This is an optimization exercise on Yosys and OpenROAD, whose aim is small area and a short achievable clock period, not a production implementation.
The RTL was checked by simulation tests, not by an equivalence proof against the original design.
No activity file was given, so power comes from the tool's default toggle rates.

<file path="flow/config.mk">
export PLATFORM = sky130hd
export DESIGN_NAME = piped_wallace_mult
export DESIGN_NICKNAME = piped_wallace_mult
export VERILOG_FILES = /design/flow/design.v
export SDC_FILE = /design/flow/constraint.sdc
export NUM_CORES = 4
export LEC_CHECK = 0
export ABC_CLOCK_PERIOD_IN_PS = 1500
export CAP_MARGIN = 20
export CORE_MARGIN = 2
export CORE_UTILIZATION = 40
export SETUP_SLACK_MARGIN = 1.0
export SLEW_MARGIN = 20
</file>
<file path="flow/constraint.sdc">
create_clock -name core_clock -period 2.8 [get_ports {clock}]
set_input_delay 0.5600 -clock core_clock [delete_from_list [all_inputs] [get_ports {clock}]]
set_output_delay 0.5600 -clock core_clock [all_outputs]
set_load 0.01 [all_outputs]
</file>
<file path="flow/design.v">
module piped_wallace_mult(
    input wire clock, reset,
    input wire [15:0] x, y,
    output reg [31:0] prod
);
    reg [40:0] r1;
    reg [114:0] r2;
    reg [62:0] r3;
    reg v1, v2, v3;
    wire p1 = ((r1[0] & r1[16])) ^ r1[18];
    wire p2 = ((r1[1] & r1[16]) | (r1[0] & r1[17])) ^ r1[18];
    wire p3 = ((r1[2] & r1[16]) | (r1[1] & r1[17])) ^ r1[18];
    wire p4 = ((r1[3] & r1[16]) | (r1[2] & r1[17])) ^ r1[18];
    wire p5 = ((r1[4] & r1[16]) | (r1[3] & r1[17])) ^ r1[18];
    wire p6 = ((r1[5] & r1[16]) | (r1[4] & r1[17])) ^ r1[18];
    wire p7 = ((r1[6] & r1[16]) | (r1[5] & r1[17])) ^ r1[18];
    wire p8 = ((r1[7] & r1[16]) | (r1[6] & r1[17])) ^ r1[18];
    wire p9 = ((r1[8] & r1[16]) | (r1[7] & r1[17])) ^ r1[18];
    wire p10 = ((r1[9] & r1[16]) | (r1[8] & r1[17])) ^ r1[18];
    wire p11 = ((r1[10] & r1[16]) | (r1[9] & r1[17])) ^ r1[18];
    wire p12 = ((r1[11] & r1[16]) | (r1[10] & r1[17])) ^ r1[18];
    wire p13 = ((r1[12] & r1[16]) | (r1[11] & r1[17])) ^ r1[18];
    wire p14 = ((r1[13] & r1[16]) | (r1[12] & r1[17])) ^ r1[18];
    wire p15 = ((r1[14] & r1[16]) | (r1[13] & r1[17])) ^ r1[18];
    wire p16 = ((r1[15] & r1[16]) | (r1[14] & r1[17])) ^ r1[18];
    wire p17 = ((r1[15] & r1[17])) ^ r1[18];
    wire p18 = ~r1[18];
    wire p19 = ((r1[0] & r1[19])) ^ r1[21];
    wire p20 = ((r1[1] & r1[19]) | (r1[0] & r1[20])) ^ r1[21];
    wire p21 = ((r1[2] & r1[19]) | (r1[1] & r1[20])) ^ r1[21];
    wire p22 = ((r1[3] & r1[19]) | (r1[2] & r1[20])) ^ r1[21];
    wire p23 = ((r1[4] & r1[19]) | (r1[3] & r1[20])) ^ r1[21];
    wire p24 = ((r1[5] & r1[19]) | (r1[4] & r1[20])) ^ r1[21];
    wire p25 = ((r1[6] & r1[19]) | (r1[5] & r1[20])) ^ r1[21];
    wire p26 = ((r1[7] & r1[19]) | (r1[6] & r1[20])) ^ r1[21];
    wire p27 = ((r1[8] & r1[19]) | (r1[7] & r1[20])) ^ r1[21];
    wire p28 = ((r1[9] & r1[19]) | (r1[8] & r1[20])) ^ r1[21];
    wire p29 = ((r1[10] & r1[19]) | (r1[9] & r1[20])) ^ r1[21];
    wire p30 = ((r1[11] & r1[19]) | (r1[10] & r1[20])) ^ r1[21];
    wire p31 = ((r1[12] & r1[19]) | (r1[11] & r1[20])) ^ r1[21];
    wire p32 = ((r1[13] & r1[19]) | (r1[12] & r1[20])) ^ r1[21];
    wire p33 = ((r1[14] & r1[19]) | (r1[13] & r1[20])) ^ r1[21];
    wire p34 = ((r1[15] & r1[19]) | (r1[14] & r1[20])) ^ r1[21];
    wire p35 = ((r1[15] & r1[20])) ^ r1[21];
    wire p36 = ~r1[21];
    wire p37 = ((r1[0] & r1[22])) ^ r1[24];
    wire p38 = ((r1[1] & r1[22]) | (r1[0] & r1[23])) ^ r1[24];
    wire p39 = ((r1[2] & r1[22]) | (r1[1] & r1[23])) ^ r1[24];
    wire p40 = ((r1[3] & r1[22]) | (r1[2] & r1[23])) ^ r1[24];
    wire p41 = ((r1[4] & r1[22]) | (r1[3] & r1[23])) ^ r1[24];
    wire p42 = ((r1[5] & r1[22]) | (r1[4] & r1[23])) ^ r1[24];
    wire p43 = ((r1[6] & r1[22]) | (r1[5] & r1[23])) ^ r1[24];
    wire p44 = ((r1[7] & r1[22]) | (r1[6] & r1[23])) ^ r1[24];
    wire p45 = ((r1[8] & r1[22]) | (r1[7] & r1[23])) ^ r1[24];
    wire p46 = ((r1[9] & r1[22]) | (r1[8] & r1[23])) ^ r1[24];
    wire p47 = ((r1[10] & r1[22]) | (r1[9] & r1[23])) ^ r1[24];
    wire p48 = ((r1[11] & r1[22]) | (r1[10] & r1[23])) ^ r1[24];
    wire p49 = ((r1[12] & r1[22]) | (r1[11] & r1[23])) ^ r1[24];
    wire p50 = ((r1[13] & r1[22]) | (r1[12] & r1[23])) ^ r1[24];
    wire p51 = ((r1[14] & r1[22]) | (r1[13] & r1[23])) ^ r1[24];
    wire p52 = ((r1[15] & r1[22]) | (r1[14] & r1[23])) ^ r1[24];
    wire p53 = ((r1[15] & r1[23])) ^ r1[24];
    wire p54 = ~r1[24];
    wire p55 = ((r1[0] & r1[25])) ^ r1[27];
    wire p56 = ((r1[1] & r1[25]) | (r1[0] & r1[26])) ^ r1[27];
    wire p57 = ((r1[2] & r1[25]) | (r1[1] & r1[26])) ^ r1[27];
    wire p58 = ((r1[3] & r1[25]) | (r1[2] & r1[26])) ^ r1[27];
    wire p59 = ((r1[4] & r1[25]) | (r1[3] & r1[26])) ^ r1[27];
    wire p60 = ((r1[5] & r1[25]) | (r1[4] & r1[26])) ^ r1[27];
    wire p61 = ((r1[6] & r1[25]) | (r1[5] & r1[26])) ^ r1[27];
    wire p62 = ((r1[7] & r1[25]) | (r1[6] & r1[26])) ^ r1[27];
    wire p63 = ((r1[8] & r1[25]) | (r1[7] & r1[26])) ^ r1[27];
    wire p64 = ((r1[9] & r1[25]) | (r1[8] & r1[26])) ^ r1[27];
    wire p65 = ((r1[10] & r1[25]) | (r1[9] & r1[26])) ^ r1[27];
    wire p66 = ((r1[11] & r1[25]) | (r1[10] & r1[26])) ^ r1[27];
    wire p67 = ((r1[12] & r1[25]) | (r1[11] & r1[26])) ^ r1[27];
    wire p68 = ((r1[13] & r1[25]) | (r1[12] & r1[26])) ^ r1[27];
    wire p69 = ((r1[14] & r1[25]) | (r1[13] & r1[26])) ^ r1[27];
    wire p70 = ((r1[15] & r1[25]) | (r1[14] & r1[26])) ^ r1[27];
    wire p71 = ((r1[15] & r1[26])) ^ r1[27];
    wire p72 = ~r1[27];
    wire p73 = ((r1[0] & r1[28])) ^ r1[30];
    wire p74 = ((r1[1] & r1[28]) | (r1[0] & r1[29])) ^ r1[30];
    wire p75 = ((r1[2] & r1[28]) | (r1[1] & r1[29])) ^ r1[30];
    wire p76 = ((r1[3] & r1[28]) | (r1[2] & r1[29])) ^ r1[30];
    wire p77 = ((r1[4] & r1[28]) | (r1[3] & r1[29])) ^ r1[30];
    wire p78 = ((r1[5] & r1[28]) | (r1[4] & r1[29])) ^ r1[30];
    wire p79 = ((r1[6] & r1[28]) | (r1[5] & r1[29])) ^ r1[30];
    wire p80 = ((r1[7] & r1[28]) | (r1[6] & r1[29])) ^ r1[30];
    wire p81 = ((r1[8] & r1[28]) | (r1[7] & r1[29])) ^ r1[30];
    wire p82 = ((r1[9] & r1[28]) | (r1[8] & r1[29])) ^ r1[30];
    wire p83 = ((r1[10] & r1[28]) | (r1[9] & r1[29])) ^ r1[30];
    wire p84 = ((r1[11] & r1[28]) | (r1[10] & r1[29])) ^ r1[30];
    wire p85 = ((r1[12] & r1[28]) | (r1[11] & r1[29])) ^ r1[30];
    wire p86 = ((r1[13] & r1[28]) | (r1[12] & r1[29])) ^ r1[30];
    wire p87 = ((r1[14] & r1[28]) | (r1[13] & r1[29])) ^ r1[30];
    wire p88 = ((r1[15] & r1[28]) | (r1[14] & r1[29])) ^ r1[30];
    wire p89 = ((r1[15] & r1[29])) ^ r1[30];
    wire p90 = ~r1[30];
    wire p91 = ((r1[0] & r1[31])) ^ r1[33];
    wire p92 = ((r1[1] & r1[31]) | (r1[0] & r1[32])) ^ r1[33];
    wire p93 = ((r1[2] & r1[31]) | (r1[1] & r1[32])) ^ r1[33];
    wire p94 = ((r1[3] & r1[31]) | (r1[2] & r1[32])) ^ r1[33];
    wire p95 = ((r1[4] & r1[31]) | (r1[3] & r1[32])) ^ r1[33];
    wire p96 = ((r1[5] & r1[31]) | (r1[4] & r1[32])) ^ r1[33];
    wire p97 = ((r1[6] & r1[31]) | (r1[5] & r1[32])) ^ r1[33];
    wire p98 = ((r1[7] & r1[31]) | (r1[6] & r1[32])) ^ r1[33];
    wire p99 = ((r1[8] & r1[31]) | (r1[7] & r1[32])) ^ r1[33];
    wire p100 = ((r1[9] & r1[31]) | (r1[8] & r1[32])) ^ r1[33];
    wire p101 = ((r1[10] & r1[31]) | (r1[9] & r1[32])) ^ r1[33];
    wire p102 = ((r1[11] & r1[31]) | (r1[10] & r1[32])) ^ r1[33];
    wire p103 = ((r1[12] & r1[31]) | (r1[11] & r1[32])) ^ r1[33];
    wire p104 = ((r1[13] & r1[31]) | (r1[12] & r1[32])) ^ r1[33];
    wire p105 = ((r1[14] & r1[31]) | (r1[13] & r1[32])) ^ r1[33];
    wire p106 = ((r1[15] & r1[31]) | (r1[14] & r1[32])) ^ r1[33];
    wire p107 = ((r1[15] & r1[32])) ^ r1[33];
    wire p108 = ~r1[33];
    wire p109 = ((r1[0] & r1[34])) ^ r1[36];
    wire p110 = ((r1[1] & r1[34]) | (r1[0] & r1[35])) ^ r1[36];
    wire p111 = ((r1[2] & r1[34]) | (r1[1] & r1[35])) ^ r1[36];
    wire p112 = ((r1[3] & r1[34]) | (r1[2] & r1[35])) ^ r1[36];
    wire p113 = ((r1[4] & r1[34]) | (r1[3] & r1[35])) ^ r1[36];
    wire p114 = ((r1[5] & r1[34]) | (r1[4] & r1[35])) ^ r1[36];
    wire p115 = ((r1[6] & r1[34]) | (r1[5] & r1[35])) ^ r1[36];
    wire p116 = ((r1[7] & r1[34]) | (r1[6] & r1[35])) ^ r1[36];
    wire p117 = ((r1[8] & r1[34]) | (r1[7] & r1[35])) ^ r1[36];
    wire p118 = ((r1[9] & r1[34]) | (r1[8] & r1[35])) ^ r1[36];
    wire p119 = ((r1[10] & r1[34]) | (r1[9] & r1[35])) ^ r1[36];
    wire p120 = ((r1[11] & r1[34]) | (r1[10] & r1[35])) ^ r1[36];
    wire p121 = ((r1[12] & r1[34]) | (r1[11] & r1[35])) ^ r1[36];
    wire p122 = ((r1[13] & r1[34]) | (r1[12] & r1[35])) ^ r1[36];
    wire p123 = ((r1[14] & r1[34]) | (r1[13] & r1[35])) ^ r1[36];
    wire p124 = ((r1[15] & r1[34]) | (r1[14] & r1[35])) ^ r1[36];
    wire p125 = ((r1[15] & r1[35])) ^ r1[36];
    wire p126 = ~r1[36];
    wire p127 = ((r1[0] & r1[37])) ^ r1[39];
    wire p128 = ((r1[1] & r1[37]) | (r1[0] & r1[38])) ^ r1[39];
    wire p129 = ((r1[2] & r1[37]) | (r1[1] & r1[38])) ^ r1[39];
    wire p130 = ((r1[3] & r1[37]) | (r1[2] & r1[38])) ^ r1[39];
    wire p131 = ((r1[4] & r1[37]) | (r1[3] & r1[38])) ^ r1[39];
    wire p132 = ((r1[5] & r1[37]) | (r1[4] & r1[38])) ^ r1[39];
    wire p133 = ((r1[6] & r1[37]) | (r1[5] & r1[38])) ^ r1[39];
    wire p134 = ((r1[7] & r1[37]) | (r1[6] & r1[38])) ^ r1[39];
    wire p135 = ((r1[8] & r1[37]) | (r1[7] & r1[38])) ^ r1[39];
    wire p136 = ((r1[9] & r1[37]) | (r1[8] & r1[38])) ^ r1[39];
    wire p137 = ((r1[10] & r1[37]) | (r1[9] & r1[38])) ^ r1[39];
    wire p138 = ((r1[11] & r1[37]) | (r1[10] & r1[38])) ^ r1[39];
    wire p139 = ((r1[12] & r1[37]) | (r1[11] & r1[38])) ^ r1[39];
    wire p140 = ((r1[13] & r1[37]) | (r1[12] & r1[38])) ^ r1[39];
    wire p141 = ((r1[14] & r1[37]) | (r1[13] & r1[38])) ^ r1[39];
    wire p142 = ((r1[15] & r1[37]) | (r1[14] & r1[38])) ^ r1[39];
    wire p143 = ((r1[15] & r1[38])) ^ r1[39];
    wire p144 = ~r1[39];
    wire p145 = r1[0] & r1[40];
    wire p146 = r1[1] & r1[40];
    wire p147 = r1[2] & r1[40];
    wire p148 = r1[3] & r1[40];
    wire p149 = r1[4] & r1[40];
    wire p150 = r1[5] & r1[40];
    wire p151 = r1[6] & r1[40];
    wire p152 = r1[7] & r1[40];
    wire p153 = r1[8] & r1[40];
    wire p154 = r1[9] & r1[40];
    wire p155 = r1[10] & r1[40];
    wire p156 = r1[11] & r1[40];
    wire p157 = r1[12] & r1[40];
    wire p158 = r1[13] & r1[40];
    wire p159 = r1[14] & r1[40];
    wire p160 = r1[15] & r1[40];
    wire s161 = r1[33] ^ p11;
    wire c162 = r1[33] & p11;
    wire s163 = p12 ^ p28;
    wire c164 = p12 & p28;
    wire s165 = r1[36] ^ p13 ^ p29;
    wire c166 = (r1[36] & p13) | (r1[36] & p29) | (p13 & p29);
    wire s167 = p45 ^ p61;
    wire c168 = p45 & p61;
    wire s169 = p14 ^ p30 ^ p46;
    wire c170 = (p14 & p30) | (p14 & p46) | (p30 & p46);
    wire s171 = p62 ^ p78;
    wire c172 = p62 & p78;
    wire s173 = r1[39] ^ p15 ^ p31;
    wire c174 = (r1[39] & p15) | (r1[39] & p31) | (p15 & p31);
    wire s175 = p47 ^ p63 ^ p79;
    wire c176 = (p47 & p63) | (p47 & p79) | (p63 & p79);
    wire s177 = p95 ^ p111;
    wire c178 = p95 & p111;
    wire s179 = p16 ^ p32 ^ p48;
    wire c180 = (p16 & p32) | (p16 & p48) | (p32 & p48);
    wire s181 = p64 ^ p80 ^ p96;
    wire c182 = (p64 & p80) | (p64 & p96) | (p80 & p96);
    wire s183 = p112 ^ p128;
    wire c184 = p112 & p128;
    wire s185 = p17 ^ p33 ^ p49;
    wire c186 = (p17 & p33) | (p17 & p49) | (p33 & p49);
    wire s187 = p65 ^ p81 ^ p97;
    wire c188 = (p65 & p81) | (p65 & p97) | (p81 & p97);
    wire s189 = p113 ^ p129 ^ p145;
    wire c190 = (p113 & p129) | (p113 & p145) | (p129 & p145);
    wire s191 = r1[18] ^ p34 ^ p50;
    wire c192 = (r1[18] & p34) | (r1[18] & p50) | (p34 & p50);
    wire s193 = p66 ^ p82 ^ p98;
    wire c194 = (p66 & p82) | (p66 & p98) | (p82 & p98);
    wire s195 = p114 ^ p130 ^ p146;
    wire c196 = (p114 & p130) | (p114 & p146) | (p130 & p146);
    wire s197 = r1[18] ^ p35 ^ p51;
    wire c198 = (r1[18] & p35) | (r1[18] & p51) | (p35 & p51);
    wire s199 = p67 ^ p83 ^ p99;
    wire c200 = (p67 & p83) | (p67 & p99) | (p83 & p99);
    wire s201 = p115 ^ p131 ^ p147;
    wire c202 = (p115 & p131) | (p115 & p147) | (p131 & p147);
    wire s203 = p18 ^ p36 ^ p52;
    wire c204 = (p18 & p36) | (p18 & p52) | (p36 & p52);
    wire s205 = p68 ^ p84 ^ p100;
    wire c206 = (p68 & p84) | (p68 & p100) | (p84 & p100);
    wire s207 = p116 ^ p132 ^ p148;
    wire c208 = (p116 & p132) | (p116 & p148) | (p132 & p148);
    wire s209 = 1'b1 ^ p53 ^ p69;
    wire c210 = (1'b1 & p53) | (1'b1 & p69) | (p53 & p69);
    wire s211 = p85 ^ p101 ^ p117;
    wire c212 = (p85 & p101) | (p85 & p117) | (p101 & p117);
    wire s213 = p133 ^ p149;
    wire c214 = p133 & p149;
    wire s215 = p54 ^ p70 ^ p86;
    wire c216 = (p54 & p70) | (p54 & p86) | (p70 & p86);
    wire s217 = p102 ^ p118 ^ p134;
    wire c218 = (p102 & p118) | (p102 & p134) | (p118 & p134);
    wire s219 = 1'b1 ^ p71 ^ p87;
    wire c220 = (1'b1 & p71) | (1'b1 & p87) | (p71 & p87);
    wire s221 = p103 ^ p119;
    wire c222 = p103 & p119;
    wire s223 = p72 ^ p88 ^ p104;
    wire c224 = (p72 & p88) | (p72 & p104) | (p88 & p104);
    wire s225 = 1'b1 ^ p89;
    wire c226 = 1'b1 & p89;
    wire s227 = r1[27] ^ p7;
    wire c228 = r1[27] & p7;
    wire s229 = p8 ^ p24;
    wire c230 = p8 & p24;
    wire s231 = r1[30] ^ p9 ^ p25;
    wire c232 = (r1[30] & p9) | (r1[30] & p25) | (p9 & p25);
    wire s233 = p41 ^ p57;
    wire c234 = p41 & p57;
    wire s235 = p10 ^ p26 ^ p42;
    wire c236 = (p10 & p26) | (p10 & p42) | (p26 & p42);
    wire s237 = p58 ^ p74;
    wire c238 = p58 & p74;
    wire s239 = p27 ^ p43 ^ p59;
    wire c240 = (p27 & p43) | (p27 & p59) | (p43 & p59);
    wire s241 = p75 ^ p91 ^ s161;
    wire c242 = (p75 & p91) | (p75 & s161) | (p91 & s161);
    wire s243 = p44 ^ p60 ^ p76;
    wire c244 = (p44 & p60) | (p44 & p76) | (p60 & p76);
    wire s245 = p92 ^ c162 ^ s163;
    wire c246 = (p92 & c162) | (p92 & s163) | (c162 & s163);
    wire s247 = p77 ^ p93 ^ p109;
    wire c248 = (p77 & p93) | (p77 & p109) | (p93 & p109);
    wire s249 = c164 ^ s167 ^ s165;
    wire c250 = (c164 & s167) | (c164 & s165) | (s167 & s165);
    wire s251 = p94 ^ p110 ^ c168;
    wire c252 = (p94 & p110) | (p94 & c168) | (p110 & c168);
    wire s253 = s171 ^ c166 ^ s169;
    wire c254 = (s171 & c166) | (s171 & s169) | (c166 & s169);
    wire s255 = p127 ^ c172 ^ s177;
    wire c256 = (p127 & c172) | (p127 & s177) | (c172 & s177);
    wire s257 = c170 ^ s173 ^ s175;
    wire c258 = (c170 & s173) | (c170 & s175) | (s173 & s175);
    wire s259 = c178 ^ s183 ^ c174;
    wire c260 = (c178 & s183) | (c178 & c174) | (s183 & c174);
    wire s261 = c176 ^ s179 ^ s181;
    wire c262 = (c176 & s179) | (c176 & s181) | (s179 & s181);
    wire s263 = c184 ^ c180 ^ c182;
    wire c264 = (c184 & c180) | (c184 & c182) | (c180 & c182);
    wire s265 = s185 ^ s187 ^ s189;
    wire c266 = (s185 & s187) | (s185 & s189) | (s187 & s189);
    wire s267 = c186 ^ c188 ^ c190;
    wire c268 = (c186 & c188) | (c186 & c190) | (c188 & c190);
    wire s269 = s191 ^ s193 ^ s195;
    wire c270 = (s191 & s193) | (s191 & s195) | (s193 & s195);
    wire s271 = c192 ^ c194 ^ c196;
    wire c272 = (c192 & c194) | (c192 & c196) | (c194 & c196);
    wire s273 = s197 ^ s199 ^ s201;
    wire c274 = (s197 & s199) | (s197 & s201) | (s199 & s201);
    wire s275 = c198 ^ c200 ^ c202;
    wire c276 = (c198 & c200) | (c198 & c202) | (c200 & c202);
    wire s277 = s203 ^ s205 ^ s207;
    wire c278 = (s203 & s205) | (s203 & s207) | (s205 & s207);
    wire s279 = s213 ^ c204 ^ c206;
    wire c280 = (s213 & c204) | (s213 & c206) | (c204 & c206);
    wire s281 = c208 ^ s209 ^ s211;
    wire c282 = (c208 & s209) | (c208 & s211) | (s209 & s211);
    wire s283 = p150 ^ c214 ^ c210;
    wire c284 = (p150 & c214) | (p150 & c210) | (c214 & c210);
    wire s285 = c212 ^ s215 ^ s217;
    wire c286 = (c212 & s215) | (c212 & s217) | (s215 & s217);
    wire s287 = p135 ^ p151 ^ s221;
    wire c288 = (p135 & p151) | (p135 & s221) | (p151 & s221);
    wire s289 = c216 ^ c218 ^ s219;
    wire c290 = (c216 & c218) | (c216 & s219) | (c218 & s219);
    wire s291 = p120 ^ p136 ^ p152;
    wire c292 = (p120 & p136) | (p120 & p152) | (p136 & p152);
    wire s293 = c222 ^ c220 ^ s223;
    wire c294 = (c222 & c220) | (c222 & s223) | (c220 & s223);
    wire s295 = p105 ^ p121 ^ p137;
    wire c296 = (p105 & p121) | (p105 & p137) | (p121 & p137);
    wire s297 = p153 ^ s225 ^ c224;
    wire c298 = (p153 & s225) | (p153 & c224) | (s225 & c224);
    wire s299 = p90 ^ p106 ^ p122;
    wire c300 = (p90 & p106) | (p90 & p122) | (p106 & p122);
    wire s301 = p138 ^ p154 ^ c226;
    wire c302 = (p138 & p154) | (p138 & c226) | (p154 & c226);
    wire s303 = 1'b1 ^ p107 ^ p123;
    wire c304 = (1'b1 & p107) | (1'b1 & p123) | (p107 & p123);
    wire s305 = p139 ^ p155;
    wire c306 = p139 & p155;
    wire s307 = p108 ^ p124 ^ p140;
    wire c308 = (p108 & p124) | (p108 & p140) | (p124 & p140);
    wire s309 = 1'b1 ^ p125;
    wire c310 = 1'b1 & p125;
    wire s311 = r2[8] ^ r2[9];
    wire c312 = r2[8] & r2[9];
    wire s313 = r2[12] ^ r2[13];
    wire c314 = r2[12] & r2[13];
    wire s315 = r2[15] ^ r2[16] ^ r2[17];
    wire c316 = (r2[15] & r2[16]) | (r2[15] & r2[17]) | (r2[16] & r2[17]);
    wire s317 = r2[19] ^ r2[20] ^ r2[21];
    wire c318 = (r2[19] & r2[20]) | (r2[19] & r2[21]) | (r2[20] & r2[21]);
    wire s319 = r2[23] ^ r2[24] ^ r2[25];
    wire c320 = (r2[23] & r2[24]) | (r2[23] & r2[25]) | (r2[24] & r2[25]);
    wire s321 = r2[27] ^ r2[28] ^ r2[29];
    wire c322 = (r2[27] & r2[28]) | (r2[27] & r2[29]) | (r2[28] & r2[29]);
    wire s323 = r2[31] ^ r2[32] ^ r2[33];
    wire c324 = (r2[31] & r2[32]) | (r2[31] & r2[33]) | (r2[32] & r2[33]);
    wire s325 = r2[35] ^ r2[36] ^ r2[37];
    wire c326 = (r2[35] & r2[36]) | (r2[35] & r2[37]) | (r2[36] & r2[37]);
    wire s327 = r2[39] ^ r2[40] ^ r2[41];
    wire c328 = (r2[39] & r2[40]) | (r2[39] & r2[41]) | (r2[40] & r2[41]);
    wire s329 = r2[43] ^ r2[44] ^ r2[45];
    wire c330 = (r2[43] & r2[44]) | (r2[43] & r2[45]) | (r2[44] & r2[45]);
    wire s331 = r2[47] ^ r2[48] ^ r2[49];
    wire c332 = (r2[47] & r2[48]) | (r2[47] & r2[49]) | (r2[48] & r2[49]);
    wire s333 = r2[51] ^ r2[52] ^ r2[53];
    wire c334 = (r2[51] & r2[52]) | (r2[51] & r2[53]) | (r2[52] & r2[53]);
    wire s335 = r2[55] ^ r2[56] ^ r2[57];
    wire c336 = (r2[55] & r2[56]) | (r2[55] & r2[57]) | (r2[56] & r2[57]);
    wire s337 = r2[59] ^ r2[60] ^ r2[61];
    wire c338 = (r2[59] & r2[60]) | (r2[59] & r2[61]) | (r2[60] & r2[61]);
    wire s339 = r2[63] ^ r2[64] ^ r2[65];
    wire c340 = (r2[63] & r2[64]) | (r2[63] & r2[65]) | (r2[64] & r2[65]);
    wire s341 = r2[67] ^ r2[68] ^ r2[69];
    wire c342 = (r2[67] & r2[68]) | (r2[67] & r2[69]) | (r2[68] & r2[69]);
    wire s343 = r2[71] ^ r2[72] ^ r2[73];
    wire c344 = (r2[71] & r2[72]) | (r2[71] & r2[73]) | (r2[72] & r2[73]);
    wire s345 = r2[75] ^ r2[76] ^ r2[77];
    wire c346 = (r2[75] & r2[76]) | (r2[75] & r2[77]) | (r2[76] & r2[77]);
    wire s347 = r2[79] ^ r2[80] ^ r2[81];
    wire c348 = (r2[79] & r2[80]) | (r2[79] & r2[81]) | (r2[80] & r2[81]);
    wire s349 = r2[83] ^ r2[84] ^ r2[85];
    wire c350 = (r2[83] & r2[84]) | (r2[83] & r2[85]) | (r2[84] & r2[85]);
    wire s351 = r2[87] ^ r2[88] ^ r2[89];
    wire c352 = (r2[87] & r2[88]) | (r2[87] & r2[89]) | (r2[88] & r2[89]);
    wire s353 = r2[91] ^ r2[92] ^ r2[93];
    wire c354 = (r2[91] & r2[92]) | (r2[91] & r2[93]) | (r2[92] & r2[93]);
    wire s355 = r2[95] ^ r2[96] ^ r2[97];
    wire c356 = (r2[95] & r2[96]) | (r2[95] & r2[97]) | (r2[96] & r2[97]);
    wire s357 = r2[99] ^ r2[100] ^ r2[101];
    wire c358 = (r2[99] & r2[100]) | (r2[99] & r2[101]) | (r2[100] & r2[101]);
    wire s359 = r2[103] ^ r2[104] ^ r2[105];
    wire c360 = (r2[103] & r2[104]) | (r2[103] & r2[105]) | (r2[104] & r2[105]);
    wire s361 = r2[107] ^ r2[108] ^ r2[109];
    wire c362 = (r2[107] & r2[108]) | (r2[107] & r2[109]) | (r2[108] & r2[109]);
    wire s363 = 1'b1 ^ r2[111];
    wire c364 = 1'b1 & r2[111];
    wire s365 = r2[3] ^ r2[4];
    wire c366 = r2[3] & r2[4];
    wire s367 = r2[6] ^ r2[7];
    wire c368 = r2[6] & r2[7];
    wire s369 = r2[10] ^ r2[11] ^ s311;
    wire c370 = (r2[10] & r2[11]) | (r2[10] & s311) | (r2[11] & s311);
    wire s371 = r2[14] ^ c312 ^ s313;
    wire c372 = (r2[14] & c312) | (r2[14] & s313) | (c312 & s313);
    wire s373 = r2[18] ^ c314 ^ s315;
    wire c374 = (r2[18] & c314) | (r2[18] & s315) | (c314 & s315);
    wire s375 = r2[22] ^ c316 ^ s317;
    wire c376 = (r2[22] & c316) | (r2[22] & s317) | (c316 & s317);
    wire s377 = r2[26] ^ c318 ^ s319;
    wire c378 = (r2[26] & c318) | (r2[26] & s319) | (c318 & s319);
    wire s379 = r2[30] ^ c320 ^ s321;
    wire c380 = (r2[30] & c320) | (r2[30] & s321) | (c320 & s321);
    wire s381 = r2[34] ^ c322 ^ s323;
    wire c382 = (r2[34] & c322) | (r2[34] & s323) | (c322 & s323);
    wire s383 = r2[38] ^ c324 ^ s325;
    wire c384 = (r2[38] & c324) | (r2[38] & s325) | (c324 & s325);
    wire s385 = r2[42] ^ c326 ^ s327;
    wire c386 = (r2[42] & c326) | (r2[42] & s327) | (c326 & s327);
    wire s387 = r2[46] ^ c328 ^ s329;
    wire c388 = (r2[46] & c328) | (r2[46] & s329) | (c328 & s329);
    wire s389 = r2[50] ^ c330 ^ s331;
    wire c390 = (r2[50] & c330) | (r2[50] & s331) | (c330 & s331);
    wire s391 = r2[54] ^ c332 ^ s333;
    wire c392 = (r2[54] & c332) | (r2[54] & s333) | (c332 & s333);
    wire s393 = r2[58] ^ c334 ^ s335;
    wire c394 = (r2[58] & c334) | (r2[58] & s335) | (c334 & s335);
    wire s395 = r2[62] ^ c336 ^ s337;
    wire c396 = (r2[62] & c336) | (r2[62] & s337) | (c336 & s337);
    wire s397 = r2[66] ^ c338 ^ s339;
    wire c398 = (r2[66] & c338) | (r2[66] & s339) | (c338 & s339);
    wire s399 = r2[70] ^ c340 ^ s341;
    wire c400 = (r2[70] & c340) | (r2[70] & s341) | (c340 & s341);
    wire s401 = r2[74] ^ c342 ^ s343;
    wire c402 = (r2[74] & c342) | (r2[74] & s343) | (c342 & s343);
    wire s403 = r2[78] ^ c344 ^ s345;
    wire c404 = (r2[78] & c344) | (r2[78] & s345) | (c344 & s345);
    wire s405 = r2[82] ^ c346 ^ s347;
    wire c406 = (r2[82] & c346) | (r2[82] & s347) | (c346 & s347);
    wire s407 = r2[86] ^ c348 ^ s349;
    wire c408 = (r2[86] & c348) | (r2[86] & s349) | (c348 & s349);
    wire s409 = r2[90] ^ c350 ^ s351;
    wire c410 = (r2[90] & c350) | (r2[90] & s351) | (c350 & s351);
    wire s411 = r2[94] ^ c352 ^ s353;
    wire c412 = (r2[94] & c352) | (r2[94] & s353) | (c352 & s353);
    wire s413 = r2[98] ^ c354 ^ s355;
    wire c414 = (r2[98] & c354) | (r2[98] & s355) | (c354 & s355);
    wire s415 = r2[102] ^ c356 ^ s357;
    wire c416 = (r2[102] & c356) | (r2[102] & s357) | (c356 & s357);
    wire s417 = r2[106] ^ c358 ^ s359;
    wire c418 = (r2[106] & c358) | (r2[106] & s359) | (c358 & s359);
    wire s419 = r2[110] ^ c360 ^ s361;
    wire c420 = (r2[110] & c360) | (r2[110] & s361) | (c360 & s361);
    wire s421 = r2[112] ^ s363 ^ c362;
    wire c422 = (r2[112] & s363) | (r2[112] & c362) | (s363 & c362);
    wire s423 = r2[113] ^ r2[114] ^ c364;
    wire c424 = (r2[113] & r2[114]) | (r2[113] & c364) | (r2[114] & c364);
    wire g425 = r2[0] & r2[1];
    wire q426 = r2[0] ^ r2[1];
    wire g427 = r3[3] & r3[4];
    wire q428 = r3[3] ^ r3[4];
    wire g429 = r3[5] & r3[6];
    wire q430 = r3[5] ^ r3[6];
    wire g431 = r3[7] & r3[8];
    wire q432 = r3[7] ^ r3[8];
    wire g433 = r3[9] & r3[10];
    wire q434 = r3[9] ^ r3[10];
    wire g435 = r3[11] & r3[12];
    wire q436 = r3[11] ^ r3[12];
    wire g437 = r3[13] & r3[14];
    wire q438 = r3[13] ^ r3[14];
    wire g439 = r3[15] & r3[16];
    wire q440 = r3[15] ^ r3[16];
    wire g441 = r3[17] & r3[18];
    wire q442 = r3[17] ^ r3[18];
    wire g443 = r3[19] & r3[20];
    wire q444 = r3[19] ^ r3[20];
    wire g445 = r3[21] & r3[22];
    wire q446 = r3[21] ^ r3[22];
    wire g447 = r3[23] & r3[24];
    wire q448 = r3[23] ^ r3[24];
    wire g449 = r3[25] & r3[26];
    wire q450 = r3[25] ^ r3[26];
    wire g451 = r3[27] & r3[28];
    wire q452 = r3[27] ^ r3[28];
    wire g453 = r3[29] & r3[30];
    wire q454 = r3[29] ^ r3[30];
    wire g455 = r3[31] & r3[32];
    wire q456 = r3[31] ^ r3[32];
    wire g457 = r3[33] & r3[34];
    wire q458 = r3[33] ^ r3[34];
    wire g459 = r3[35] & r3[36];
    wire q460 = r3[35] ^ r3[36];
    wire g461 = r3[37] & r3[38];
    wire q462 = r3[37] ^ r3[38];
    wire g463 = r3[39] & r3[40];
    wire q464 = r3[39] ^ r3[40];
    wire g465 = r3[41] & r3[42];
    wire q466 = r3[41] ^ r3[42];
    wire g467 = r3[43] & r3[44];
    wire q468 = r3[43] ^ r3[44];
    wire g469 = r3[45] & r3[46];
    wire q470 = r3[45] ^ r3[46];
    wire g471 = r3[47] & r3[48];
    wire q472 = r3[47] ^ r3[48];
    wire g473 = r3[49] & r3[50];
    wire q474 = r3[49] ^ r3[50];
    wire g475 = r3[51] & r3[52];
    wire q476 = r3[51] ^ r3[52];
    wire g477 = r3[53] & r3[54];
    wire q478 = r3[53] ^ r3[54];
    wire g479 = r3[55] & r3[56];
    wire q480 = r3[55] ^ r3[56];
    wire g481 = r3[57] & r3[58];
    wire q482 = r3[57] ^ r3[58];
    wire g483 = r3[59] & r3[60];
    wire q484 = r3[59] ^ r3[60];
    wire g485 = r3[61] & r3[62];
    wire q486 = r3[61] ^ r3[62];
    wire t487 = r3[2] & r3[1];
    wire t488 = g429 | (q430 & g427);
    wire u489 = q430 & q428;
    wire t490 = g433 | (q434 & g431);
    wire u491 = q434 & q432;
    wire t492 = g437 | (q438 & g435);
    wire u493 = q438 & q436;
    wire t494 = g441 | (q442 & g439);
    wire u495 = q442 & q440;
    wire t496 = g445 | (q446 & g443);
    wire u497 = q446 & q444;
    wire t498 = g449 | (q450 & g447);
    wire u499 = q450 & q448;
    wire t500 = g453 | (q454 & g451);
    wire u501 = q454 & q452;
    wire t502 = g457 | (q458 & g455);
    wire u503 = q458 & q456;
    wire t504 = g461 | (q462 & g459);
    wire u505 = q462 & q460;
    wire t506 = g465 | (q466 & g463);
    wire u507 = q466 & q464;
    wire t508 = g469 | (q470 & g467);
    wire u509 = q470 & q468;
    wire t510 = g473 | (q474 & g471);
    wire u511 = q474 & q472;
    wire t512 = g477 | (q478 & g475);
    wire u513 = q478 & q476;
    wire t514 = g481 | (q482 & g479);
    wire u515 = q482 & q480;
    wire t516 = g485 | (q486 & g483);
    wire u517 = q486 & q484;
    wire t518 = g427 | (q428 & t487);
    wire t519 = t488 | (u489 & t487);
    wire t520 = g435 | (q436 & t490);
    wire u521 = q436 & u491;
    wire t522 = t492 | (u493 & t490);
    wire u523 = u493 & u491;
    wire t524 = g443 | (q444 & t494);
    wire u525 = q444 & u495;
    wire t526 = t496 | (u497 & t494);
    wire u527 = u497 & u495;
    wire t528 = g451 | (q452 & t498);
    wire u529 = q452 & u499;
    wire t530 = t500 | (u501 & t498);
    wire u531 = u501 & u499;
    wire t532 = g459 | (q460 & t502);
    wire u533 = q460 & u503;
    wire t534 = t504 | (u505 & t502);
    wire u535 = u505 & u503;
    wire t536 = g467 | (q468 & t506);
    wire u537 = q468 & u507;
    wire t538 = t508 | (u509 & t506);
    wire u539 = u509 & u507;
    wire t540 = g475 | (q476 & t510);
    wire u541 = q476 & u511;
    wire t542 = t512 | (u513 & t510);
    wire u543 = u513 & u511;
    wire t544 = g483 | (q484 & t514);
    wire u545 = q484 & u515;
    wire t546 = t516 | (u517 & t514);
    wire u547 = u517 & u515;
    wire t548 = g431 | (q432 & t519);
    wire t549 = t490 | (u491 & t519);
    wire t550 = t520 | (u521 & t519);
    wire t551 = t522 | (u523 & t519);
    wire t552 = g447 | (q448 & t526);
    wire u553 = q448 & u527;
    wire t554 = t498 | (u499 & t526);
    wire u555 = u499 & u527;
    wire t556 = t528 | (u529 & t526);
    wire u557 = u529 & u527;
    wire t558 = t530 | (u531 & t526);
    wire u559 = u531 & u527;
    wire t560 = g463 | (q464 & t534);
    wire u561 = q464 & u535;
    wire t562 = t506 | (u507 & t534);
    wire u563 = u507 & u535;
    wire t564 = t536 | (u537 & t534);
    wire u565 = u537 & u535;
    wire t566 = t538 | (u539 & t534);
    wire u567 = u539 & u535;
    wire t568 = g479 | (q480 & t542);
    wire u569 = q480 & u543;
    wire t570 = t514 | (u515 & t542);
    wire u571 = u515 & u543;
    wire t572 = t544 | (u545 & t542);
    wire u573 = u545 & u543;
    wire t574 = t546 | (u547 & t542);
    wire u575 = u547 & u543;
    wire t576 = g439 | (q440 & t551);
    wire t577 = t494 | (u495 & t551);
    wire t578 = t524 | (u525 & t551);
    wire t579 = t526 | (u527 & t551);
    wire t580 = t552 | (u553 & t551);
    wire t581 = t554 | (u555 & t551);
    wire t582 = t556 | (u557 & t551);
    wire t583 = t558 | (u559 & t551);
    wire t584 = g471 | (q472 & t566);
    wire u585 = q472 & u567;
    wire t586 = t510 | (u511 & t566);
    wire u587 = u511 & u567;
    wire t588 = t540 | (u541 & t566);
    wire u589 = u541 & u567;
    wire t590 = t542 | (u543 & t566);
    wire u591 = u543 & u567;
    wire t592 = t568 | (u569 & t566);
    wire u593 = u569 & u567;
    wire t594 = t570 | (u571 & t566);
    wire u595 = u571 & u567;
    wire t596 = t572 | (u573 & t566);
    wire u597 = u573 & u567;
    wire t598 = t574 | (u575 & t566);
    wire u599 = u575 & u567;
    wire t600 = g455 | (q456 & t583);
    wire t601 = t502 | (u503 & t583);
    wire t602 = t532 | (u533 & t583);
    wire t603 = t534 | (u535 & t583);
    wire t604 = t560 | (u561 & t583);
    wire t605 = t562 | (u563 & t583);
    wire t606 = t564 | (u565 & t583);
    wire t607 = t566 | (u567 & t583);
    wire t608 = t584 | (u585 & t583);
    wire t609 = t586 | (u587 & t583);
    wire t610 = t588 | (u589 & t583);
    wire t611 = t590 | (u591 & t583);
    wire t612 = t592 | (u593 & t583);
    wire t613 = t594 | (u595 & t583);
    wire t614 = t596 | (u597 & t583);
    wire t615 = t598 | (u599 & t583);
    wire z616 = r3[2] ^ r3[1];
    wire z617 = q428 ^ t487;
    wire z618 = q430 ^ t518;
    wire z619 = q432 ^ t519;
    wire z620 = q434 ^ t548;
    wire z621 = q436 ^ t549;
    wire z622 = q438 ^ t550;
    wire z623 = q440 ^ t551;
    wire z624 = q442 ^ t576;
    wire z625 = q444 ^ t577;
    wire z626 = q446 ^ t578;
    wire z627 = q448 ^ t579;
    wire z628 = q450 ^ t580;
    wire z629 = q452 ^ t581;
    wire z630 = q454 ^ t582;
    wire z631 = q456 ^ t583;
    wire z632 = q458 ^ t600;
    wire z633 = q460 ^ t601;
    wire z634 = q462 ^ t602;
    wire z635 = q464 ^ t603;
    wire z636 = q466 ^ t604;
    wire z637 = q468 ^ t605;
    wire z638 = q470 ^ t606;
    wire z639 = q472 ^ t607;
    wire z640 = q474 ^ t608;
    wire z641 = q476 ^ t609;
    wire z642 = q478 ^ t610;
    wire z643 = q480 ^ t611;
    wire z644 = q482 ^ t612;
    wire z645 = q484 ^ t613;
    wire z646 = q486 ^ t614;
    wire [31:0] result = {z646, z645, z644, z643, z642, z641, z640, z639, z638, z637, z636, z635, z634, z633, z632, z631, z630, z629, z628, z627, z626, z625, z624, z623, z622, z621, z620, z619, z618, z617, z616, r3[0]};
    always @(posedge clock) begin
        r1 <= {(1'b0 ^ y[15]), y[15], ((y[15] & ~y[14] & ~y[13]) | (~y[15] & y[14] & y[13])), (y[14] ^ y[13]), y[13], ((y[13] & ~y[12] & ~y[11]) | (~y[13] & y[12] & y[11])), (y[12] ^ y[11]), y[11], ((y[11] & ~y[10] & ~y[9]) | (~y[11] & y[10] & y[9])), (y[10] ^ y[9]), y[9], ((y[9] & ~y[8] & ~y[7]) | (~y[9] & y[8] & y[7])), (y[8] ^ y[7]), y[7], ((y[7] & ~y[6] & ~y[5]) | (~y[7] & y[6] & y[5])), (y[6] ^ y[5]), y[5], ((y[5] & ~y[4] & ~y[3]) | (~y[5] & y[4] & y[3])), (y[4] ^ y[3]), y[3], ((y[3] & ~y[2] & ~y[1]) | (~y[3] & y[2] & y[1])), (y[2] ^ y[1]), y[1], ((y[1] & ~y[0] & ~1'b0) | (~y[1] & y[0] & 1'b0)), (y[0] ^ 1'b0), x[15], x[14], x[13], x[12], x[11], x[10], x[9], x[8], x[7], x[6], x[5], x[4], x[3], x[2], x[1], x[0]};
        r2 <= {p160, p144, p159, p143, p158, p142, p126, c310, p157, p141, s309, c308, p156, s307, c306, c304, s305, s303, c302, c300, s301, s299, c298, c296, s297, s295, c294, c292, s293, s291, c290, c288, s289, s287, c286, c284, s285, s283, c282, c280, s281, s279, c278, c276, s277, s275, c274, c272, s273, s271, c270, c268, s269, s267, c266, c264, s265, s263, c262, c260, s261, s259, c258, c256, s257, s255, c254, c252, s253, s251, c250, c248, s249, s247, c246, c244, s245, s243, c242, c240, s241, s239, c238, c236, s237, s235, c234, c232, p73, s233, s231, c230, p56, p40, s229, c228, p55, p39, p23, s227, p38, p22, p6, p37, p21, p5, r1[24], p20, p4, p19, p3, r1[21], p2, p1, r1[18]};
        r3 <= {s423, c422, s421, c420, s419, c418, s417, c416, s415, c414, s413, c412, s411, c410, s409, c408, s407, c406, s405, c404, s403, c402, s401, c400, s399, c398, s397, c396, s395, c394, s393, c392, s391, c390, s389, c388, s387, c386, s385, c384, s383, c382, s381, c380, s379, c378, s377, c376, s375, c374, s373, c372, s371, c370, s369, c368, s367, c366, r2[5], s365, r2[2], g425, q426};
    end
    always @(posedge clock or posedge reset)
        if (reset) begin
            v1 <= 1'b0; v2 <= 1'b0; v3 <= 1'b0; prod <= 32'd0;
        end else begin
            v1 <= 1'b1; v2 <= v1; v3 <= v2;
            prod <= v3 ? result : 32'd0;
        end
endmodule
</file>
<file path="flow/run.sh">
#!/bin/bash
# synth_recipe.tcl (not shown) runs the flow's synth.tcl, then flattens the netlist and writes it again
# the make line also repeats each setting of config.mk as NAME=value (left out here)
make -C /OpenROAD-flow-scripts/flow DESIGN_CONFIG=/design/flow/config.mk WORK_HOME=/design/flow/orfs CLKGATE_MAP_FILE= SYNTH_SCRIPT=/design/flow/synth_recipe.tcl finish
</file>
==> impl_metrics.xml <==
<?xml version="1.0" encoding="UTF-8"?>
<metrics>
  <group name="setup_path">
    <metric name="cp-endpoint" unit="">r2[70]$_DFF_P_</metric>
    <metric name="worst-setup-path-type" unit="">reg -&gt; reg</metric>
    <metric name="timing.reg2reg.worst_path_depth" unit="">6</metric>
    <metric name="worst_r2r_startpoint" unit="">r1[12]$_DFF_P_</metric>
    <metric name="worstSetupStartpoint" unit="">r1[12]$_DFF_P_</metric>
    <metric name="start_kind" unit="">flip-flop</metric>
    <metric name="critical_path_cell_count" unit="">6</metric>
    <metric name="r2r_slack" unit="ps">730</metric>
    <metric name="critPathCaptureType" unit="">flip-flop</metric>
    <metric name="timing.critical_path.slowest_cell_delay" unit="ps">520</metric>
    <metric name="crit_chain" unit="">buf_12 -&gt; a22oi_2 -&gt; xor2_1 -&gt; fa_2 -&gt; inv_2 -&gt; fa_2</metric>
    <metric name="timing.rr.end" unit="">r2[70]$_DFF_P_</metric>
    <metric name="required" unit="ps">3200</metric>
    <metric name="critical_path.most_common_cell" unit="">sky130_fd_sc_hd__fa_2</metric>
    <metric name="cp.buffers_inverters" unit="">2</metric>
    <metric name="timing.critical_path.fanout_max" unit="">12</metric>
    <metric name="cp_top_family" unit="">adder cells</metric>
    <metric name="cp.arrival" unit="ps">2470</metric>
    <metric name="critical_path.slowest_cell" unit="">sky130_fd_sc_hd__fa_2</metric>
  </group>
  <group name="yosys">
    <metric name="synth_edf_count" unit="">0</metric>
    <metric name="seq_area_frac_synth" unit="%">42.8</metric>
    <metric name="synthesis.instances" unit="">1049</metric>
    <metric name="postSynthNetCount" unit="">1246</metric>
    <metric name="ys_dominant_reg_cell" unit="">sky130_fd_sc_hd__dfxtp_1</metric>
    <metric name="syn-cell-area" unit="sq um">12200</metric>
    <metric name="syn-mean-instance-area" unit="sq um">11.7</metric>
    <metric name="ys_ff_latch" unit="">253</metric>
    <metric name="yosysWarnings" unit="">1</metric>
    <metric name="synth_largest_type_area_fraction" unit="%">35.6</metric>
    <metric name="synth_top_area_cell" unit="">sky130_fd_sc_hd__dfxtp_1</metric>
    <metric name="netlist-cell-type-count" unit="">59</metric>
    <metric name="cell_types_with_the_largest_area_share_after_synthesis" unit="">sky130_fd_sc_hd__dfxtp_1 (36%), sky130_fd_sc_hd__fa_1 (18%), sky130_fd_sc_hd__xnor2_1 (8.7%), sky130_fd_sc_hd__a22oi_1 (7.4%), sky130_fd_sc_hd__dfrtp_1 (7.2%)</metric>
    <metric name="async_reset_ff_share" unit="%">13.8</metric>
    <metric name="synth_most_common_cell" unit="">sky130_fd_sc_hd__dfxtp_1</metric>
    <metric name="post_synth_most_frequent_cells" unit="">sky130_fd_sc_hd__dfxtp_1 (218), sky130_fd_sc_hd__xnor2_1 (122), sky130_fd_sc_hd__a22oi_1 (120)</metric>
  </group>
  <group name="timing">
    <metric name="fin_setup_tns" unit="ps">0</metric>
    <metric name="setup-violations-final" unit="">0</metric>
    <metric name="final.hold.worst_slack" unit="ps">334</metric>
    <metric name="layout_worst_path_cycle_share" unit="%">74.0</metric>
    <metric name="timing.final.hold_violations" unit="">0</metric>
    <metric name="final_period_minus_worst_setup_slack" unit="ps">2070</metric>
    <metric name="clock-skew-final" unit="ps">10.8</metric>
    <metric name="timing_max_transition_violations_final" unit="">0</metric>
    <metric name="timing.final.ws_setup" unit="ps">727</metric>
    <metric name="max_freq" unit="GHz">0.482</metric>
    <metric name="unrepaired_setup_endpoints_after_global_routing" unit="">yes</metric>
  </group>
  <group name="power">
    <metric name="p_per_area" unit="nW/um^2">1020</metric>
    <metric name="cellLeakagePower" unit="nW">6.61</metric>
    <metric name="vdd.ir_drop.worst" unit="V">0.000499</metric>
  </group>
  <group name="layout">
    <metric name="nFillCells" unit="">2548</metric>
    <metric name="area.growth.synth_to_final" unit="%">32.0</metric>
    <metric name="diodes" unit="">0</metric>
    <metric name="layout-drive-gt1-share" unit="%">34.7</metric>
    <metric name="finalNetCount" unit="">1374</metric>
  </group>
  <group name="routing">
    <metric name="detail_route.drc_violations" unit="">0</metric>
    <metric name="vias" unit="">7744</metric>
    <metric name="detail_route.first_pass.iterations" unit="">4</metric>
    <metric name="postRouteAntennaNets" unit="">0</metric>
    <metric name="wirelength_met1" unit="um">13300</metric>
    <metric name="wire_per_inst" unit="um">17.4</metric>
    <metric name="first_iter_violations" unit="">430</metric>
    <metric name="via_to_cell_ratio" unit="">4.86</metric>
    <metric name="top_layer" unit="">met4</metric>
    <metric name="routed_wl" unit="um">27800</metric>
    <metric name="met2_wirelength" unit="um">12500</metric>
    <metric name="detailed_routed_wire_length_on_met3" unit="um">1500</metric>
  </group>
  <group name="global_route">
    <metric name="grt_max_degree" unit="">36</metric>
    <metric name="grt_pass1_wl" unit="um">45200</metric>
    <metric name="first_global_vias" unit="">8178</metric>
    <metric name="grt.overflow.total" unit="">0</metric>
    <metric name="antenna_found_initial" unit="">0</metric>
    <metric name="grt_usage" unit="%">18.0</metric>
  </group>
  <group name="clock_tree">
    <metric name="cts_buffers" unit="">27</metric>
    <metric name="tritoncts_clock_tree" unit="">yes</metric>
    <metric name="worst_skew_pair.late_latency" unit="ps">520</metric>
    <metric name="clock_path_buffers" unit="">3</metric>
    <metric name="clock_sinks" unit="">253</metric>
    <metric name="ctsHtreeMaxLevel" unit="">1</metric>
    <metric name="cts_root_buffer" unit="">sky130_fd_sc_hd__clkbuf_16</metric>
    <metric name="cts.clk_slew.worst_paths" unit="ps">60</metric>
  </group>
  <group name="die">
    <metric name="fp.dieArea" unit="sq um">32000</metric>
    <metric name="std_cell_rows" unit="">64</metric>
    <metric name="placeableCoreArea" unit="sq um">30300</metric>
    <metric name="initial_utilization" unit="%">40.3</metric>
    <metric name="number_of_placed_i_o_pins" unit="">66</metric>
    <metric name="die_height" unit="um">179</metric>
    <metric name="chipWidth" unit="um">179</metric>
  </group>
  <group name="placed_design">
    <metric name="globalplace.congestion" unit="">0.857</metric>
    <metric name="place_worst_setup_slack" unit="ps">425</metric>
    <metric name="place_hpwl" unit="um">20200</metric>
    <metric name="port_buffers" unit="">65</metric>
  </group>
  <group name="run_status">
    <metric name="outcome" unit="">finished clean</metric>
  </group>
  <group name="job">
    <metric name="cap_violations" unit="">0</metric>
  </group>
  <group name="hold_path">
    <metric name="hold_path.class" unit="">reg -&gt; reg</metric>
    <metric name="holdCritStartpoint" unit="">r2[2]$_DFF_P_</metric>
  </group>
</metrics>
==> worst min path at each step <==
| stage | to | cells after the start |
|---|---|---|
| 6_report | r3[2]$_DFF_P_ | 0 |
| 5_1_grt | r3[2]$_DFF_P_ | 0 |
| 4_1_cts | r3[2]$_DFF_P_ | 0 |
| 3_5_place_dp | r3[2]$_DFF_P_ | 0 |
| 3_3_place_gp | r3[4]$_DFF_P_ | 0 |
| 2_1_floorplan | r3[4]$_DFF_P_ | 0 |
==> sequential cells by signal, indices dropped and copies added (netlist names) <==
signal / flops
r2: 115
prod: 32
r1: 40
v1: 1
v3: 1
r3: 63
v2: 1
==> cells by family after synthesis <==
family	Yosys count	share of synthesized area (%)
buf+inv	155	4.81
compound gates	190	11.9
fa+ha+maj	163	23.5
mux	3	0.286
other cells	1	0.0306
simple gates	123	5.13
flops	253	42.8
xor+xnor	161	11.5
==> repair_timing <==
| action | CTS | global route |
|---|---|---|
| setup buffers | 49 | 16 |
| setup endpoints to repair | 120 | 71 |
| pin swaps | 103 | 67 |
| hold buffers | 0 | 0 |
| gates cloned | 1 | 0 |
| resized for setup | 229 | 74 |
==> metrics by stage <==
stage               std cells  util, %  power, mW  instance area [sq um]
finish                   1592     53.3       16.5                  16200
global route             1592     53.3       17.9                  16200
CTS                      1576     51.8       16.1                  15700
detailed placement       1478     45.6       11.8                  13800
global placement         1478     45.6       11.7                  13800
floorplan                1049        -       10.1                  13200
==> worst reg2reg max path, stage by stage (launching register included) <==
cell and delay, ps:
sky130_fd_sc_hd__dfxtp_2 330, sky130_fd_sc_hd__buf_12 150, sky130_fd_sc_hd__a22oi_2 160, sky130_fd_sc_hd__xor2_1 300, sky130_fd_sc_hd__fa_2 520, sky130_fd_sc_hd__inv_2 70
sky130_fd_sc_hd__fa_2 430
==> metal layers <==
metal  up-vias  track usage [%]
li1       3729                -
met1      3784             26.2
met2       187             28.2
met3        44             2.82
met4         0             4.00
met5         -                0
==> cells in the final DEF, fill, tap and decap left out, drive strengths merged, types with 5 or more instances in the layout <==
master	instances
a22oi	121
clkbuf	37
and2	16
dfxtp	218
dlygate4sd2	32
nand4	6
xnor2	122
dfrtp	35
clkdlybuf4s50	33
nand2	32
o21ai	14
nor3	5
nor2	29
nand2b	9
fa	112
a21o	8
inv	72
xor2	39
ha	51
a21oi	24
clkinv	8
nand3b	7
nand3	8
buf	117
==> cell type report <==
type	instances	area, sq um	area share, %
repair buffers	182	1750	10.8
multi-input cells	641	7380	45.6
clock inverters	11	115	0.712
well taps	396	495	3.07
clock buffers	37	773	4.78
flip-flops and latches	253	5390	33.3
inverters	72	270	1.67
==> where the power goes <==
part | internal [mW] | switching [mW] | total, mW
Clock | 2.11 | 1.37 | 3.48
Combinational | 3.79 | 3.67 | 7.46
Sequential | 4.86 | 0.710 | 5.57

[what the ideal ports hide]
In the flow no input, the clock included, has a driving cell. The finished layout below was timed again as built, in two steps.
Step 1 (the two cells are an assumption about what drives the block):
set clk [get_ports {clock}]
set_driving_cell -lib_cell sky130_fd_sc_hd__clkbuf_16 $clk
set_driving_cell -lib_cell sky130_fd_sc_hd__buf_2 [delete_from_list [all_inputs] $clk]
Step 2 also shifts input and output timing later by t, the mid clock arrival at the registers, as if the neighbouring blocks saw the same clock.
Slacks: ideal ports / drivers / drivers and shift; pairs: ideal ports / drivers.
shift t [ns]: 0.564
setup WS [ns]: 0.727 / 0.727 / 0.727
hold slack, ns: 0.334 / 0.334 / 0.334
worst data-port slew with drivers (ns): 0.04
After both steps this run still meets setup and hold. For this run, drivers alone change the setup slack by 0.000 ns; drivers and shift together by 0.000 ns.
